From an optimization exercise on the open Yosys and OpenROAD flow, aimed at small area, a short achievable clock period and few clock cycles; shortcuts taken in it are not production practice.
RTL that was checked went through simulation tests only; none was proved equivalent to the original.
Function not checked in run 1: the RTL went through the layout flow alone.

## flow/design.v (module list and top-level ports; edited modules follow where they fit)
// module PE: 2850 lines
module PE (
	input clk,
	input rst,
	input PE_en,
	input [13-1:0] i_config,
	input [32-1:0] ifmap,
	input [32-1:0] filter,
	input [32-1:0] ipsum,
	input ifmap_valid,
	input filter_valid,
	input ipsum_valid,
	input opsum_ready,
	output reg [32-1:0] opsum,
	output reg ifmap_ready,
	output reg filter_ready,
	output reg ipsum_ready,
	output reg opsum_valid
);
  // ...
==> flow/flow/run.sh <==
#!/bin/bash
# Layout flow: the standard synthesis, then a netlist pass (fapol.py) that
# re-polarises full adders to drop the inverters synthesis leaves between them,
# then the standard ORFS layout with repair_timing asked for extra setup margin.
set -euo pipefail
RES=$PWD/orfs/results/sky130hd/PE/base
LIB=$FLOW_HOME/platforms/sky130hd/lib/sky130_fd_sc_hd__tt_025C_1v80.lib
bash standard.sh synth > synth.log 2>&1
cp $RES/1_2_yosys.v $RES/1_2_yosys.orig.v
python3 flow/fapol.py $LIB $RES/1_2_yosys.orig.v $RES/1_2_yosys.v > fapol.log 2>&1
rm -f $RES/1_synth.odb
bash standard.sh SETUP_SLACK_MARGIN=8.2 TNS_END_PERCENT=100 'BUFFER_PORTS_ARGS=-buffer_cell sky130_fd_sc_hd__buf_2' finish > standard.log 2>&1
==> flow/flow/fapol.py <==
#!/usr/bin/env python3
"""Re-polarise full adders (and simple gates) in a mapped sky130hd netlist.

A full adder is self-dual: FA(~a, ~b, ~c) = (~cout, ~sum).  Yosys' extract_fa
leaves inverters between chained fa cells.  This pass chooses, for every fa
cell, whether it computes the true or the complemented function, and for some
simple gates whether to use the cell or its complement (nand2 <-> and2, ...),
so that as few inverters as possible are needed.  It then removes every
inverter and adds back one inverter per signal whose complement is still
read.  Flip-flops, ports and all other cells keep their function and names.

usage: fapol.py LIBERTY IN.v OUT.v [report]
"""
import re, sys, random, math
from collections import defaultdict, Counter

lib, fin, fout = sys.argv[1:4]
rng = random.Random(1)

# ---- liberty: pin directions and areas
txt = open(lib).read()
pindir, AREA = {}, {}
for chunk in re.split(r'\n\s*cell\s*\(', txt)[1:]:
    nm = re.match(r'\s*"?(\w+)"?', chunk).group(1)
    am = re.search(r'area\s*:\s*([\d.]+)', chunk)
    if am:
        AREA[nm] = float(am.group(1))
    d = {}
    for pm in re.finditer(r'\bpin\s*\(\s*"?(\w+)"?\s*\)\s*\{[^{}]*?direction\s*:\s*"?(\w+)"?', chunk, re.S):
        d[pm.group(1)] = pm.group(2)
    pindir[nm] = d
INV = AREA["sky130_fd_sc_hd__inv_1"]

# ---- netlist
src = open(fin).read()
inst_re = re.compile(r'^  (sky130_fd_sc_hd__\w+)\s+(\\\S+ |\S+)\s*\((.*?)\);\n', re.M | re.S)
pin_re = re.compile(r'\.(\w+)\(\s*(\\\S+ |[^()]*?)\s*\)')
insts = []
for m in inst_re.finditer(src):
    pins = [(p, n.strip()) for p, n in pin_re.findall(m.group(3))]
    insts.append(dict(typ=m.group(1), name=m.group(2), pins=pins, span=m.span()))
if re.search(r'^\s*assign\s', src, re.M):
    sys.exit("fapol: netlist has assign statements; not handled")
outports = set()
for m in re.finditer(r'^\s*output\s+(\[(\d+):(\d+)\]\s+)?(\w+);', src, re.M):
    if m.group(1):
        hi, lo = int(m.group(2)), int(m.group(3))
        for b in range(min(hi, lo), max(hi, lo) + 1):
            outports.add(f"{m.group(4)}[{b}]")
    else:
        outports.add(m.group(4))

def is_inv(t): return re.fullmatch(r'sky130_fd_sc_hd__(inv|clkinv)_\d+', t) is not None
def is_fa(t): return re.fullmatch(r'sky130_fd_sc_hd__fa_\d+', t) is not None

driver = {}
for i, ins in enumerate(insts):
    for p, n in ins['pins']:
        if pindir[ins['typ']].get(p) == 'output' and n:
            driver[n] = (i, p)

def root(n):
    par = 0
    for _ in range(1000):
        if n in driver and is_inv(insts[driver[n][0]]['typ']):
            n = dict(insts[driver[n][0]]['pins'])['A']
            par ^= 1
        else:
            return n, par
    sys.exit("fapol: inverter loop")

cons = defaultdict(list)          # root -> [(inst or None, pin/port, parity)]
for i, ins in enumerate(insts):
    if is_inv(ins['typ']):
        continue
    for p, n in ins['pins']:
        if pindir[ins['typ']].get(p) == 'input' and n and not n.startswith("1'"):
            r, par = root(n)
            cons[r].append((i, p, par))
for n in outports:
    r, par = root(n)
    cons[r].append((None, n, par))

fas = [i for i, ins in enumerate(insts) if is_fa(ins['typ'])]
s = {i: 0 for i in fas}
fa_of_root = {}
for i in fas:
    for p, n in insts[i]['pins']:
        if p in ('SUM', 'COUT'):
            fa_of_root[n] = i
fa_inroots = defaultdict(set)
for r, lst in cons.items():
    for ci, p, par in lst:
        if ci is not None and ci in s:
            fa_inroots[ci].add(r)

COMP = {}
for a, b in [("nand2_1", "and2_1"), ("nor2_1", "or2_1"), ("xor2_1", "xnor2_1"),
             ("nand3_1", "and3_1"), ("nor3_1", "or3_1"), ("a21oi_1", "a21o_1"),
             ("o21ai_0", "o21a_1"), ("a22oi_1", "a22o_1"), ("o22ai_1", "o22a_1"),
             ("mux2i_1", "mux2_1"), ("a211oi_1", "a211o_1"), ("o211ai_1", "o211a_1"),
             ("nand4_1", "and4_1"), ("nor4_1", "or4_1"), ("a31oi_1", "a31o_1"),
             ("o31ai_1", "o31a_1")]:
    COMP["sky130_fd_sc_hd__" + a] = "sky130_fd_sc_hd__" + b
    COMP["sky130_fd_sc_hd__" + b] = "sky130_fd_sc_hd__" + a
gates = {}
for i, ins in enumerate(insts):
    if ins['typ'] in COMP:
        outs = [n for p, n in ins['pins'] if pindir[ins['typ']].get(p) == 'output']
        if len(outs) == 1 and outs[0] in cons:
            gates[i] = outs[0]
g_of_root = {n: i for i, n in gates.items()}
gs = {i: 0 for i in gates}

def pol(r):
    if r in fa_of_root: return s[fa_of_root[r]]
    if r in g_of_root: return gs[g_of_root[r]]
    return 0
def need_inv(r):
    pi = pol(r)
    for ci, p, par in cons[r]:
        if par ^ (s[ci] if (ci is not None and ci in s) else 0) != pi:
            return 1
    return 0
def affected(i):
    rs = set(fa_inroots[i])
    for p, n in insts[i]['pins']:
        if p in ('SUM', 'COUT') and n in cons:
            rs.add(n)
    return rs
def gdelta(i):
    t0 = insts[i]['typ']
    return AREA[COMP[t0]] - AREA[t0]

ninv_old = sum(1 for ins in insts if is_inv(ins['typ']))
before = sum(need_inv(r) for r in cons)

# ---- simulated annealing over fa polarities and gate types
moves = [("f", i) for i in fas] + [("g", i) for i in gates]
cur = before * INV
best_cost, best = cur, (dict(s), dict(gs))
T0, T1, N = 4.0, 0.02, 400000
for step in range(N):
    T = T0 * (T1 / T0) ** (step / N)
    kind, i = moves[rng.randrange(len(moves))]
    if kind == "f":
        rs = affected(i)
        c0 = sum(need_inv(r) for r in rs) * INV
        s[i] ^= 1
        d = sum(need_inv(r) for r in rs) * INV - c0
        if d <= 0 or rng.random() < math.exp(-d / T):
            cur += d
        else:
            s[i] ^= 1
    else:
        r = gates[i]
        c0 = need_inv(r) * INV
        gs[i] ^= 1
        d = need_inv(r) * INV + (gdelta(i) if gs[i] else -gdelta(i)) - c0
        if d <= 0 or rng.random() < math.exp(-d / T):
            cur += d
        else:
            gs[i] ^= 1
    if cur < best_cost - 1e-9:
        best_cost, best = cur, (dict(s), dict(gs))
s, gs = best
for i in gates:
    if gs[i]:
        old_t = insts[i]['typ']; new_t = COMP[old_t]
        oo = [p for p, dd in pindir[old_t].items() if dd == 'output']
        no = [p for p, dd in pindir[new_t].items() if dd == 'output']
        assert len(oo) == 1 and len(no) == 1
        insts[i]['pins'] = [((no[0] if p == oo[0] else p), n) for p, n in insts[i]['pins']]
        assert set(p for p, n in insts[i]['pins']) <= set(pindir[new_t]), (old_t, new_t)
        insts[i]['typ'] = new_t
after = sum(need_inv(r) for r in cons)

# ---- rebuild
def fmt(n):
    return n.rstrip() + ' ' if n.startswith('\\') else n
newinv, newwires = {}, []
def phys(r, want):
    if want == pol(r):
        return r
    if r not in newinv:
        k = len(newinv)
        newinv[r] = f"fapol_n{k}"
        newwires.append((f"fapol_inv{k}", r, f"fapol_n{k}"))
    return newinv[r]
newpins = {}
for r, lst in cons.items():
    for ci, p, par in lst:
        req = par ^ (s[ci] if (ci is not None and ci in s) else 0)
        newpins[(ci, p)] = phys(r, req)

out, pos = [], 0
for i, ins in enumerate(insts):
    a, b = ins['span']
    out.append(src[pos:a]); pos = b
    if is_inv(ins['typ']):
        continue
    pins = [(p, newpins.get((i, p), n)) for p, n in ins['pins']]
    body = ",\n".join(f"    .{p}({fmt(n)})" for p, n in pins)
    out.append(f"  {ins['typ']} {ins['name']} (\n{body}\n  );\n")
tail = src[pos:]
extra = []
for n in sorted(outports):
    pn = newpins[(None, n)]
    if pn != n:
        extra.append(f"  sky130_fd_sc_hd__buf_1 fapol_obuf{len(extra)} (\n    .A({fmt(pn)}),\n    .X({n})\n  );\n")
decl = "".join(f"  wire {w};\n" for _, _, w in newwires)
invs = "".join(f"  sky130_fd_sc_hd__inv_1 {nm} (\n    .A({fmt(r)}),\n    .Y({w})\n  );\n" for nm, r, w in newwires)
res = "".join(out)
hdr_end = res.index(');\n') + 3
res = res[:hdr_end] + decl + res[hdr_end:]
tail = tail.replace("endmodule", invs + "".join(extra) + "endmodule", 1)
open(fout, "w").write(res + tail)
print(f"fapol: {len(fas)} fa cells, {sum(s.values())} flipped; {sum(gs.values())} gates swapped; "
      f"inverters {ninv_old} -> {len(newwires)}, port buffers {len(extra)}; area change "
      f"{(len(newwires) - ninv_old) * INV + sum(gdelta(i) * 0 for i in gates):.0f} um2 (inverters only)")
if len(sys.argv) > 4:
    c = Counter()
    for nm, r, w in newwires:
        t = (insts[driver[r][0]]['typ'][18:] + "." + driver[r][1]) if r in driver else "port"
        kinds = Counter(insts[ci]['typ'][18:] if ci is not None else 'port' for ci, p, par in cons[r])
        c[(t, tuple(sorted(kinds)))] += 1
    for k, v in c.most_common(15): print(v, k)
==> flow/standard.sh <==
#!/bin/bash
# synth_recipe.tcl (not shown) runs the flow's synth.tcl, then flattens the netlist and writes it again
# the make line also repeats each setting of config.mk as NAME=value (left out here)
make -C /OpenROAD-flow-scripts/flow DESIGN_CONFIG=/design/flow/config.mk WORK_HOME=/design/flow/orfs CLKGATE_MAP_FILE= SYNTH_SCRIPT=/design/flow/synth_recipe.tcl "${@:-finish}"
==> flow/config.mk <==
export PLATFORM = sky130hd
export DESIGN_NAME = PE
export DESIGN_NICKNAME = PE
export VERILOG_FILES = /design/flow/design.v
export SDC_FILE = /design/flow/constraint.sdc
export NUM_CORES = 8
export LEC_CHECK = 0
export CAP_MARGIN = 20
export CORE_MARGIN = 2
export CORE_UTILIZATION = 40
export CTS_CLUSTER_DIAMETER = 80
export CTS_CLUSTER_SIZE = 30
export SLEW_MARGIN = 20
==> flow/constraint.sdc <==
create_clock -name core_clock -period 12.0 [get_ports {clk}]
set_input_delay 2.4000 -clock core_clock [delete_from_list [all_inputs] [get_ports {clk}]]
set_output_delay 2.4000 -clock core_clock [all_outputs]
set_load 0.01 [all_outputs]
==> run_results.csv, run 1 <==
group,metric,value,unit
status,status,"timing/DRC/antenna clean",
hold_path,whs_path_depth,0,
layout,largest_reg_flops,384,
placement,placed_cell_area,56800,um2
global_routing,antenna_found_initial,10,
layout,post-route-util,45.8,%
placement,dp_hpwl,127,mm
clocking,cts_tree,"yes",
route,wl_per_cell,28.7,um
layout,top_register,"fmem",
sta,setup_violations,0,
sta,clock_skew,0.0923,ns
global_routing,grt_usage,24.4,%
layout,diodes,4,
layout,seq_cell_count,923,
logic_synthesis,syn-cell-area,53800,um2
hold_path,hold_end,"cb_2_0$_DFFE_PN_",
logic_synthesis,syn_inst,3681,
layout,reg_top3,"fmem x384, fsr x96",
layout,final_cell_mix,"edfxtp_1 (762), fa_1 (739), nand2_1 (678)",
hold_path,min_path_type,"flop to flop",
setup_path,crit_start,"q2[3]$_DFFE_PP_",
clocking,clock-sinks,923,
clocking,post-cts-setup-buffers,133,
==> run 2: changes to the inputs <==
--- a/flow/design.v
+++ b/flow/design.v
@@ -96,20 +96,23 @@
 wire np_next = (np & !c_go) | p_fire;
 wire vB_next = adv ? vA : vB;
 wire sfull_next = !o_take & (sfull | c_go);
 wire c_go_next = vB_next & np_next & !sfull_next;
 wire adv_n = !vB_next | c_go_next;
 wire [1:0] ki_n = issue ? (last_in_col ? 2'd0 : ki + 2'd1) : ki;
 wire [4:0] ci_n = (issue & last_in_col & !last_col) ? ci + 5'd1 : ci;
 wire idone_n = idone | (issue & last_in_col & last_col);
+wire fdone_n = fdone | (f_fire & f_last);
 wire lic_n = (ki_n == nout_m1);
 wire lc_n = (ci_n == ccol);
+wire win_ok_n = (nq_next > {1'b0, crs}) & (!lic_n | lc_n | !cst | (nq_next >= 3'd2));
 wire filt_ok_n = cdw ? (kw != 3'd0) : (kw > {1'b0, ki_n});
-wire pop_n = busy & !job_end & !idone_n & filt_ok_n & adv_n & lic_n & !lc_n;
+wire fin_ok_n = !(lic_n & lc_n) | fdone_n;
+wire pop_n = busy & !job_end & !idone_n & win_ok_n & filt_ok_n & fin_ok_n & adv_n & lic_n & !lc_n;
 always @(posedge clk or posedge rst) begin
 	if (rst) begin
 		nq <= 3'd0; ifmap_ready <= 1'b0;
 	end else if (job_end) begin
 		nq <= 3'd0; ifmap_ready <= 1'b1;
 	end else begin
 		nq <= nq_next;
 		ifmap_ready <= (nq_next != 3'd4) | pop_n;
==> run 2 against run 1 <==
Effect of this change:
- still clean on timing, DRC and antenna
- sequential share of layout area decreased by 0.38 points
- die area up 0.92%
- critical endpoint is now ca_4_2$_DFFE_PN_
- largest cell class is now multi-input combinational cells
==> run_results.csv, run 2 <==
group,metric,value,unit
status,status,"timing/DRC/antenna clean",
route,dr.pass1.iters,5,
setup_path,max_stage_delay,0.78,ns
placement,dp_hpwl,128,mm
setup_path,crit_path_frequent_cell,"fa_1",
setup_path,cpLargestDelayFamily,"adder cells",
clocking,cts.htree.levels,2,
global_routing,overflow,0,
route,viasPerCell,5.60,
layout,top_register,"fmem",
sta,fin_tns_setup,0,ns
floorplan,rows,135,
sta,worst_pin_slew,1.10,ns
clocking,clk_pin_slew_worst_paths,0.09,ns
sta,fmax,262,MHz
layout,largest_reg_flops,384,
layout,drive_gt1_share,17.9,%
clocking,clkLatencyLatePin,0.71,ns
hold_path,whs_path_depth,0,
route,routed_wl,172,mm
clocking,clock-sinks,923,
setup_path,cp_cell_sequence,"nand2_1 > fa_1 > fa_1 > fa_1 > fa_1 > fa_1 > inv_1",
placement,placed_cell_area,57300,um2
route,ant_nets,0,
clocking,cts_buffer_depth,3,
setup_path,r2r_cells,7,
layout,reg_top3,"fmem x384, fsr x96",
floorplan,core,135000,um2
floorplan,fp.dieW,373,um
sta,report.final.slew_viol_count,0,
layout,nets,5112,
setup_path,rr_startpoint,"fsr[10]$_DFF_P_",
placement,io_buffers,151,
floorplan,start_util,40.2,%
global_routing,antenna_found_initial,14,
hold_path,min_from,"ca_2_0$_DFFE_PN_",
layout,stdcell_area,61500,um2
setup_path,arrival,4.25,ns
layout,area_growth,13.2,%
layout,num-fill-cells,12000,
route,wl_per_cell,28.6,um
setup_path,cp.required,12.43,ns
hold_path,hold_end,"cb_2_0$_DFFE_PN_",
route,num_vias,33700,
logic_synthesis,yosysWarnings,1,
floorplan,dieArea,139000,um2
logic_synthesis,syn_avg_cell_area,13.9,um2
global_routing,grt_pass1_vias,34400,
setup_path,path_buf_inv,1,
layout,layout_commonest_cell,"edfxtp_1",
setup_path,reg2reg_to,"ca_4_2$_DFFE_PN_",
sta,timing.final.crit_share,31.8,%
logic_synthesis,synth.net_count,4825,
global_routing,grt_usage,24.7,%
setup_path,critPathSlowestCell,"dfxtp_1",
job,maxCapViolations,0,
sta,rsz0062_at_grt,"true",
placement,place_congestion,1.03,
floorplan,fp.dieH,373,um
sta,fin_crit,3.82,ns
sta,slew-limit-headroom,26.4,%
sta,setup_violations,0,
logic_synthesis,syn-cell-area,54300,um2
setup_path,crit_path_end_kind,"flop",
setup_path,path_class,"flop to flop",
route,drt_iter0_drc,3823,
setup_path,cp_max_fo,8,
logic_synthesis,syn_inst,3895,
hold_path,min_path_type,"flop to flop",
sta,clock_skew,0.0731,ns
floorplan,pin_count,152,
setup_path,worstSetupStartpointType,"flop",
clocking,cts_buffers,53,
clocking,cts_tree,"yes",
global_routing,grt_first_pass_wirelength,243,mm
clocking,clockRootBuffer,"clkbuf_16",
layout,final_cell_mix,"edfxtp_1 (762), fa_1 (730), nand2_1 (717)",
sta,finalHoldViolCount,0,
global_routing,grt_max_degree,80,
setup_path,r2r_setup_slack,8.18,ns
route,drc,0,
==> run 2: what timing repair did <==
item                       4_1_cts  5_1_grt
hold buffers                     0        0
gates cloned                     3        2
setup buffers                  112       36
pin swaps                        4       24
setup endpoints to repair      399      202
resized for setup              117       71
hold endpoints to repair         0        0
==> run 2: cell type report <==
class                           count  area (um2)  area share (%)
Antenna cell                        4        10.0          0.0163
Inverter                          243         923            1.50
Sequential cell                   923       26600            43.2
Multi-Input combinational cell   2628       26900            43.8
Clock inverter                     31         541           0.879
Tap cell                         1781        2230            3.62
Clock buffer                       67        1380            2.25
Timing Repair Buffer              333        2900            4.71
==> run 2: worst max-delay path by stage <==
stage                               start                     to  slack [ns]  cells past startpoint
after floorplan               ifmap_valid        q2[0]$_DFFE_PP_        8.01                      5
after global placement              PE_en        fsr[88]$_DFF_P_        7.09                      6
after CTS                 q2[7]$_DFFE_PP_      ca_10_7$_DFFE_PN_        8.20                      7
final                     fsr[10]$_DFF_P_       ca_4_2$_DFFE_PN_        8.18                      7
after global routing      nq[1]$_DFF_PP0_  ifmap_ready$_DFF_PP0_        8.15                     14
after detailed placement            PE_en        fsr[17]$_DFF_P_        7.02                      6
==> run 2: worst reg2reg max path: cells and delay by family (launching register included) <==
| kind | cells | cell delay [ns] |
|---|---|---|
| adders and majority gates | 5 | 2.59 |
| DFF | 1 | 0.78 |
| buffers and inverters | 1 | 0.04 |
| and+or+nand+nor | 1 | 0.16 |
==> run 2: routing by layer <==
metal / up-vias / part of all wire [%] / GRT usage, % / wire length (um)
met5: - / 0.031 / 0 / 54
met2: 1794 / 45 / 38.6 / 77900
met3: 441 / 9.4 / 4.63 / 16200
met1: 17600 / 41 / 34.8 / 71000
met4: 8 / 4.0 / 8.17 / 6870
li1: 13900 / - / - / -
==> run 2: metrics by stage <==
step / utilization, % / std cells / worst slack (ns) / hold slack (ns)
floorplan: - / 3895 / 8.01 / 0.400
global placement: 42.4 / 5754 / 7.09 / 0.405
detailed placement: 42.4 / 5754 / 7.02 / 0.406
CTS: 45.0 / 5967 / 8.20 / 0.433
global route: 45.5 / 6006 / 8.15 / 0.447
finish: 45.5 / 6010 / 8.18 / 0.430
Testbench counts of run 2, summed over its fixed seeds: cycles 9,840.
==> run 3: changes to the inputs <==
--- a/flow/flow/run.sh
+++ b/flow/flow/run.sh
@@ -9,4 +9,4 @@
 cp $RES/1_2_yosys.v $RES/1_2_yosys.orig.v
 python3 flow/fapol.py $LIB $RES/1_2_yosys.orig.v $RES/1_2_yosys.v > fapol.log 2>&1
 rm -f $RES/1_synth.odb
-bash standard.sh SETUP_SLACK_MARGIN=8.2 TNS_END_PERCENT=100 'BUFFER_PORTS_ARGS=-buffer_cell sky130_fd_sc_hd__buf_2' finish > standard.log 2>&1
+bash standard.sh SETUP_SLACK_MARGIN=8 TNS_END_PERCENT=100 'BUFFER_PORTS_ARGS=-buffer_cell sky130_fd_sc_hd__buf_2' finish > standard.log 2>&1
==> run 3 against run 2 <==
Effect of this change:
- global-route usage is 0.076 points lower
- routed wire length is 1.2% lower
- synthesized area stayed put
- sequential share of layout area is 1.0 points higher
- register-to-register slack worse by 0.18 ns
- critical path depth stayed put
- synthesized cell count stayed put
- clock skew is 0.0037 ns higher
- hold slack worse by 0.0013 ns
- largest cell class unchanged
==> run_results.csv, run 3 <==
group,metric,value,unit
status,status,"timing/DRC/antenna clean",
setup_path,cp.required,12.42,ns
logic_synthesis,syn-cell-area,54300,um2
setup_path,crit_path_end_kind,"flop",
floorplan,rows,135,
floorplan,pin_count,152,
setup_path,arrival,4.42,ns
route,dr.pass1.iters,5,
clocking,cts.htree.levels,2,
clocking,clkLatencyLatePin,0.72,ns
route,viasPerCell,5.59,
global_routing,antenna_found_initial,20,
sta,rsz0062_at_grt,"true",
layout,layout_commonest_cell,"edfxtp_1",
route,routed_wl,170,mm
setup_path,cp_max_fo,10,
floorplan,dieArea,139000,um2
floorplan,fp.dieH,373,um
clocking,clockRootBuffer,"clkbuf_16",
logic_synthesis,syn_avg_cell_area,13.9,um2
layout,num-fill-cells,12200,
sta,fin_tns_setup,0,ns
placement,io_buffers,151,
sta,setup_violations,0,
sta,fin_crit,3.99,ns
sta,fmax,250,MHz
floorplan,core,135000,um2
logic_synthesis,synth.net_count,4825,
setup_path,reg2reg_to,"ca_10_8$_DFFE_PN_",
route,drt_iter0_drc,3602,
sta,finalHoldViolCount,0,
sta,timing.final.crit_share,33.3,%
route,drc,0,
clocking,clk_pin_slew_worst_paths,0.11,ns
global_routing,grt_max_degree,83,
layout,nets,5011,
global_routing,overflow,0,
clocking,cts_buffer_depth,3,
global_routing,grt_pass1_vias,34100,
setup_path,rr_startpoint,"q2[11]$_DFFE_PP_",
layout,drive_gt1_share,13.9,%
setup_path,path_class,"flop to flop",
route,wl_per_cell,28.8,um
logic_synthesis,yosysWarnings,1,
setup_path,cp-endpoint,"ca_10_8$_DFFE_PN_",
setup_path,r2r_cells,7,
setup_path,crit_start,"q2[11]$_DFFE_PP_",
floorplan,start_util,40.2,%
placement,place_congestion,1.02,
sta,worst_pin_slew,1.14,ns
clocking,cts_buffers,51,
route,ant_nets,0,
floorplan,fp.dieW,373,um
clocking,clock-sinks,923,
sta,whs,0.429,ns
logic_synthesis,syn_inst,3895,
route,num_vias,33100,
sta,clock_skew,0.0768,ns
global_routing,grt_first_pass_wirelength,242,mm
layout,largest_reg_flops,384,
sta,slew-limit-headroom,24.2,%
job,maxCapViolations,0,
setup_path,r2r_setup_slack,8.01,ns
layout,final_cell_mix,"edfxtp_1 (762), fa_1 (749), nand2_1 (719)",
layout,reg_top3,"fmem x384, fsr x96",
layout,area_growth,10.3,%
hold_path,min_path_type,"flop to flop",
clocking,cts_tree,"yes",
global_routing,grt_usage,24.6,%
placement,dp_hpwl,127,mm
setup_path,worstSetupStartpointType,"flop",
sta,report.final.slew_viol_count,0,
layout,top_register,"fmem",
-- run 3: timing repair --
action	CTS	global route
endpoints found under the setup margin	294	214
gates resized for setup	37	39
hold buffers	0	0
setup buffers	18	31
pin swaps	0	4
gates cloned	2	2
-- run 3: worst min path at each step --
stage                          start          endpoint  slack (ns)  cells past startpoint
finish              ca_0_0$_DFFE_PN_  cb_0_0$_DFFE_PN_        0.43                      0
global route        ca_0_1$_DFFE_PN_  cb_0_1$_DFFE_PN_        0.45                      0
CTS                 ca_0_0$_DFFE_PN_  cb_0_0$_DFFE_PN_        0.43                      0
detailed placement  ca_0_0$_DFFE_PN_  cb_0_0$_DFFE_PN_        0.41                      0
global placement    ca_2_1$_DFFE_PN_  cb_2_1$_DFFE_PN_        0.41                      0
floorplan           ca_0_0$_DFFE_PN_  cb_0_0$_DFFE_PN_        0.40                      0
-- run 3: through the flow --
stage / utilization [%] / cells / setup slack (ns) / cell area (um2)
final: 44.3 / 5909 / 8.01 / 59900
after global routing: 44.3 / 5907 / 7.89 / 59900
after CTS: 44.0 / 5871 / 7.89 / 59400
after detailed placement: 42.4 / 5755 / 6.95 / 57300
after global placement: 42.4 / 5754 / 7.00 / 57200
after floorplan: - / 3895 / 8.00 / 54400
-- run 3: final cells by class --
cell class	count	area [um2]	share of cell area, %
Clock buffer	65	1350	2.25
Timing Repair Buffer	235	1610	2.68
Sequential cell	923	26500	44.2
Multi-Input combinational cell	2627	26800	44.8
Antenna cell	4	10.0	0.0167
Clock inverter	31	474	0.792
Tap cell	1781	2230	3.72
Inverter	243	923	1.54
-- run 3: metal layers --
metal	vias to the layer above	wire length (um)	share of wire [%]	GRT usage [%]
met4	22	6360	3.7	7.73
met3	420	17400	10	6.42
met1	17300	69900	41	33.9
li1	13600	-	-	-
met2	1693	76200	45	38.2
met5	-	151	0.089	0
-- run 3: critical path, cell delays in order, from the launching register on --
cell and delay (ns):
edfxtp_1 0.81, nand2_1 0.16, fa_1 0.46, fa_1 0.44, fa_1 0.61, fa_1 0.61, fa_1 0.57, inv_1 0.05
==> run 4: changes to the inputs <==
--- a/flow/config.mk
+++ b/flow/config.mk
@@ -8,6 +8,4 @@
 export CAP_MARGIN = 20
 export CORE_MARGIN = 2
 export CORE_UTILIZATION = 40
-export CTS_CLUSTER_DIAMETER = 80
-export CTS_CLUSTER_SIZE = 30
 export SLEW_MARGIN = 20
==> run 4 against run 3 <==
Effect of this change:
- routed wire length rose by 1.2%
- count of clock-buffer cells in the layout rose by 55
- still clean
- utilization rose by 0.96 points
==> run_results.csv, run 4 <==
group,metric,value,unit
route,num_vias,33500,
floorplan,pin_count,152,
logic_synthesis,syn-cell-area,54300,um2
clocking,clockRootBuffer,"clkbuf_16",
setup_path,max_stage_delay,0.91,ns
floorplan,fp.dieH,373,um
setup_path,arrival,4.45,ns
layout,layout_commonest_cell,"edfxtp_1",
hold_path,min_from,"ca_0_0$_DFFE_PN_",
route,ant_nets,0,
floorplan,start_util,40.2,%
sta,clock_skew,0.0270,ns
route,wl_per_cell,28.7,um
logic_synthesis,synth.net_count,4825,
setup_path,crit_path_frequent_cell,"fa_1",
sta,finalHoldViolCount,0,
setup_path,cp_max_fo,8,
floorplan,dieArea,139000,um2
clocking,clkLatencyLatePin,0.74,ns
floorplan,core,135000,um2
hold_path,min_path_type,"flop to flop",
clocking,clk_pin_slew_worst_paths,0.07,ns
job,maxCapViolations,0,
hold_path,hold_end,"cb_0_0$_DFFE_PN_",
sta,rsz0062_at_grt,"true",
setup_path,path_class,"flop to flop",
logic_synthesis,yosysWarnings,1,
logic_synthesis,syn_avg_cell_area,13.9,um2
sta,fmax,251,MHz
setup_path,reg2reg_to,"ca_6_6$_DFFE_PN_",
status,status,"timing/DRC/antenna clean",
clocking,cts.htree.levels,3,
layout,largest_reg_flops,384,
placement,placed_cell_area,57300,um2
setup_path,r2r_setup_slack,8.02,ns
clocking,cts_buffer_depth,3,
floorplan,fp.dieW,373,um
global_routing,antenna_found_initial,22,
hold_path,whs_path_depth,0,
clocking,clock-sinks,923,
placement,io_buffers,151,
setup_path,worstSetupStartpointType,"flop",
layout,top_register,"fmem",
route,drt_iter0_drc,3581,
global_routing,grt_pass1_vias,34800,
layout,stdcell_area,61200,um2
sta,timing.final.crit_share,33.2,%
setup_path,r2r_cells,7,
route,dr.pass1.iters,6,
sta,slew-limit-headroom,24.7,%
sta,fin_crit,3.98,ns
route,viasPerCell,5.59,
clocking,cts_buffers,97,
sta,worst_pin_slew,1.13,ns
layout,drive_gt1_share,15.0,%
layout,area_growth,12.7,%
sta,fin_tns_setup,0,ns
sta,setup_violations,0,
placement,dp_hpwl,127,mm
route,routed_wl,172,mm
floorplan,rows,135,
layout,nets,5046,
sta,report.final.slew_viol_count,0,
route,drc,0,
setup_path,crit_path_end_kind,"flop",
placement,place_congestion,1.02,
layout,reg_top3,"fmem x384, fsr x96",
global_routing,grt_first_pass_wirelength,245,mm
logic_synthesis,syn_inst,3895,
setup_path,cp.required,12.47,ns
global_routing,grt_max_degree,83,
setup_path,cp_cell_sequence,"nand2_1 > fa_1 > fa_1 > inv_1 > fa_1 > fa_1 > fa_1",
layout,final_cell_mix,"edfxtp_1 (762), fa_1 (749), nand2_1 (719)",
global_routing,overflow,0,
clocking,cts_tree,"yes",
setup_path,rr_startpoint,"fsr[28]$_DFF_P_",
setup_path,critPathSlowestCell,"dfxtp_1",
global_routing,grt_usage,25.0,%
run 4: repair_timing:
action / in CTS / in global routing
gates resized for setup: 34 / 40
gates cloned: 2 / 2
pin swaps: 1 / 2
buffers inserted: 12 / 26
hold buffers: 0 / 0
endpoints found under the setup margin: 278 / 208
run 4: worst max-delay path, delay by kind of cell (launching register included):
family	cells	cell delay [ns]
adder cells (fa/ha/maj)	5	2.56
buffers and inverters	1	0.05
flip-flops	1	0.91
AND/OR/NAND/NOR	1	0.17
run 4: cell type report:
type	count	area, um2
Tap cell	1781	2230
Multi-Input combinational cell	2627	26800
Clock buffer	120	2570
Antenna cell	6	15.0
Timing Repair Buffer	224	1440
Sequential cell	923	26500
Clock inverter	63	713
Inverter	243	923
Fill cell	12100	73900
run 4: worst max path at each step:
stage                                  start                     to  slack, ns  depth (start not counted)
after global routing      crs[1]$_DFFE_PP0P_  ifmap_ready$_DFF_PP0_       7.96                         15
after detailed placement               PE_en        fsr[51]$_DFF_P_       6.95                          7
after floorplan                  ifmap_valid        q2[0]$_DFFE_PP_       8.00                          5
after global placement                 PE_en        fsr[50]$_DFF_P_       7.00                          7
after CTS                    nq[1]$_DFF_PP0_  ifmap_ready$_DFF_PP0_       7.82                         14
final                        fsr[28]$_DFF_P_       ca_6_6$_DFFE_PN_       8.02                          7
run 4: per-stage QoR:
| step | util [%] | instances | setup WS, ns | hold slack, ns |
|---|---|---|---|---|
| floorplan | - | 3895 | 8.00 | 0.400 |
| global placement | 42.4 | 5754 | 7.00 | 0.408 |
| detailed placement | 42.4 | 5755 | 6.95 | 0.405 |
| CTS | 45.0 | 5952 | 7.82 | 0.416 |
| global route | 45.3 | 5984 | 7.96 | 0.425 |
| finish | 45.3 | 5987 | 8.02 | 0.415 |
run 4: metal layers:
layer  vias to the layer above  global-route usage [%]  part of all wire (%)
li1                      13800                       -                     -
met1                     17400                    34.0                    40
met2                      1814                    38.3                    45
met3                       466                    7.37                    11
met4                        20                    8.52                   3.8
met5                         -                       0                 0.074
==> run 5: changes to the inputs <==
--- a/flow/config.mk
+++ b/flow/config.mk
@@ -8,4 +8,6 @@
 export CAP_MARGIN = 20
 export CORE_MARGIN = 2
 export CORE_UTILIZATION = 40
+export CTS_CLUSTER_DIAMETER = 70
+export CTS_CLUSTER_SIZE = 25
 export SLEW_MARGIN = 20
==> run 5 against run 4 <==
Effect of this change:
- clock skew grew 0.016 ns
- flip-flop and latch count unchanged
- design area is 1.3% lower
- via count fell by 0.57%
- sequential share of layout area increased by 0.57 points
==> run_results.csv, run 5 <==
group,metric,value,unit
setup_path,arrival,4.45,ns
route,dr.pass1.iters,7,
sta,clock_skew,0.0429,ns
status,status,"timing/DRC/antenna clean",
layout,nets,5028,
clocking,clockRootBuffer,"clkbuf_16",
logic_synthesis,synth.net_count,4825,
sta,fmax,249,MHz
sta,fin_crit,4.01,ns
sta,setup_violations,0,
floorplan,core,135000,um2
layout,layout_commonest_cell,"edfxtp_1",
hold_path,min_path_type,"flop to flop",
sta,worst_pin_slew,1.14,ns
sta,finalHoldViolCount,0,
setup_path,critPathSlowestCell,"dfxtp_1",
layout,final_cell_mix,"edfxtp_1 (762), fa_1 (749), nand2_1 (719)",
placement,io_buffers,151,
floorplan,dieArea,139000,um2
clocking,cts_buffers,66,
setup_path,cp_max_fo,8,
job,maxCapViolations,0,
setup_path,path_class,"flop to flop",
global_routing,grt_max_degree,83,
placement,place_congestion,1.02,
layout,drive_gt1_share,14.5,%
setup_path,path_buf_inv,1,
clocking,cts.htree.levels,3,
global_routing,grt_first_pass_wirelength,243,mm
global_routing,grt_pass1_vias,34400,
setup_path,crit_path_end_kind,"flop",
floorplan,start_util,40.2,%
placement,dp_hpwl,127,mm
route,drc,0,
sta,rsz0062_at_grt,"true",
layout,top_register,"fmem",
setup_path,cp_cell_sequence,"nand2_1 > fa_1 > fa_1 > inv_1 > fa_1 > fa_1 > fa_1",
logic_synthesis,yosysWarnings,1,
route,num_vias,33300,
setup_path,worstSetupStartpointType,"flop",
clocking,clk_pin_slew_worst_paths,0.09,ns
setup_path,cp.required,12.44,ns
logic_synthesis,syn-cell-area,54300,um2
clocking,clkLatencyLatePin,0.72,ns
route,ant_nets,0,
clocking,cts_buffer_depth,3,
route,viasPerCell,5.61,
global_routing,antenna_found_initial,22,
layout,largest_reg_flops,384,
logic_synthesis,syn_inst,3895,
floorplan,rows,135,
clocking,clock-sinks,923,
route,drt_iter0_drc,3546,
route,wl_per_cell,28.8,um
route,routed_wl,171,mm
clocking,cts_tree,"yes",
floorplan,fp.dieW,373,um
sta,report.final.slew_viol_count,0,
layout,area_growth,11.2,%
setup_path,cpLargestDelayFamily,"adder cells",
setup_path,max_stage_delay,0.84,ns
layout,reg_top3,"fmem x384, fsr x96",
global_routing,overflow,0,
sta,slew-limit-headroom,24.0,%
sta,timing.final.crit_share,33.4,%
floorplan,fp.dieH,373,um
floorplan,pin_count,152,
sta,fin_tns_setup,0,ns
global_routing,grt_usage,24.8,%
setup_path,crit_path_frequent_cell,"fa_1",
logic_synthesis,syn_avg_cell_area,13.9,um2
[run 5: final cells by class]
type	count	area [um2]
diodes	5	12.5
clock buffers	75	1710
clock inverters	45	607
fillers	12100	74700
inverters	243	923
multi-input cells	2627	26800
flip-flops and latches	923	26500
well taps	1781	2230
repair buffers	237	1630
[run 5: worst register-to-register path, stage by stage, from the launching register on]
cell	delay, ns
dfxtp_1	0.84
nand2_1	0.18
fa_1	0.53
fa_1	0.50
inv_1	0.05
fa_1	0.67
fa_1	0.49
fa_1	0.49
[run 5: final timing paths]
kind	from	endpoint	cells after the start	slack [ns]
min in group asynchronous	rst	ipsum_ready$_DFF_PP0_	3	1.97
max in group asynchronous	rst	cdw$_DFFE_PP0P_	3	9.36
setup / recovery	fsr[42]$_DFF_P_	ca_6_6$_DFFE_PN_	7	7.99
hold reg to reg	ca_0_0$_DFFE_PN_	cb_0_0$_DFFE_PN_	0	0.42
setup reg to reg	fsr[42]$_DFF_P_	ca_6_6$_DFFE_PN_	7	7.99
hold / removal	ca_0_0$_DFFE_PN_	cb_0_0$_DFFE_PN_	0	0.42
[run 5: timing repair]
action	in CTS	in global routing
pin swaps	0	2
resized for setup	35	42
cloned	2	2
hold buffers	0	0
setup buffers	14	37
endpoints found under the setup margin	264	203
[run 5: layer usage]
| layer | vias to the layer above | GRT usage (%) | share of wire, % |
|---|---|---|---|
| li1 | 13700 | - | - |
| met1 | 17400 | 34.1 | 41 |
| met2 | 1746 | 38.2 | 45 |
| met3 | 434 | 6.70 | 10 |
| met4 | 22 | 8.36 | 3.8 |
| met5 | - | 0 | 0.089 |
[run 5: through the flow]
stage	hold WS [ns]	instances	area, um2	util [%]	setup WS, ns
2_1_floorplan	0.400	3895	54400	-	8.00
3_3_place_gp	0.408	5754	57200	42.4	7.00
3_5_place_dp	0.405	5755	57300	42.4	6.95
4_1_cts	0.425	5891	59800	44.3	7.89
5_1_grt	0.437	5933	60400	44.7	7.92
6_report	0.424	5936	60400	44.7	7.99

-- static timing again, ports no longer ideal --
The results above use ideal ports. As a check the final layouts listed here were re-extracted and re-timed, cells and wires unchanged. Step 1 sets driving cells, clkbuf_16 on the clock port and buf_2 on the other inputs (assumed; they add their load-dependent delay and slew). Step 2 adds t to the input delays and takes it off the output delays; t is the mean of the earliest and latest rising clock arrival at the registers after step 1. Input paths then give back, and output paths get back, about the clock's delay inside the block. Slacks: no drivers / after step 1 / after step 2; pairs: no drivers / after step 1.
| run | shift t [ns] | setup slack, ns | worst setup path at the end | latest minus earliest clock arrival (ns) | worst register clock-pin slew, ns |
|---|---|---|---|---|---|
| run 1 | 0.754 | 8.184 / 8.184 / 7.592 | input to register | 0.094 / 0.093 | 0.11 / 0.11 |
| run 2 | 0.750 | 8.184 / 8.184 / 7.562 | input to register | 0.074 / 0.073 | 0.12 / 0.12 |
| run 3 | 0.762 | 8.006 / 8.006 / 7.401 | input to register | 0.078 / 0.078 | 0.11 / 0.11 |
| run 4 | 0.801 | 8.017 / 8.017 / 7.377 | input to register | 0.028 / 0.028 | 0.07 / 0.07 |
| run 5 | 0.772 | 7.991 / 7.991 / 7.411 | input to register | 0.043 / 0.043 | 0.10 / 0.10 |
After both steps setup and hold are still met in every run listed. For run 4, which loses most, drivers alone change the setup slack by 0.000 ns; drivers and shift together by -0.640 ns.
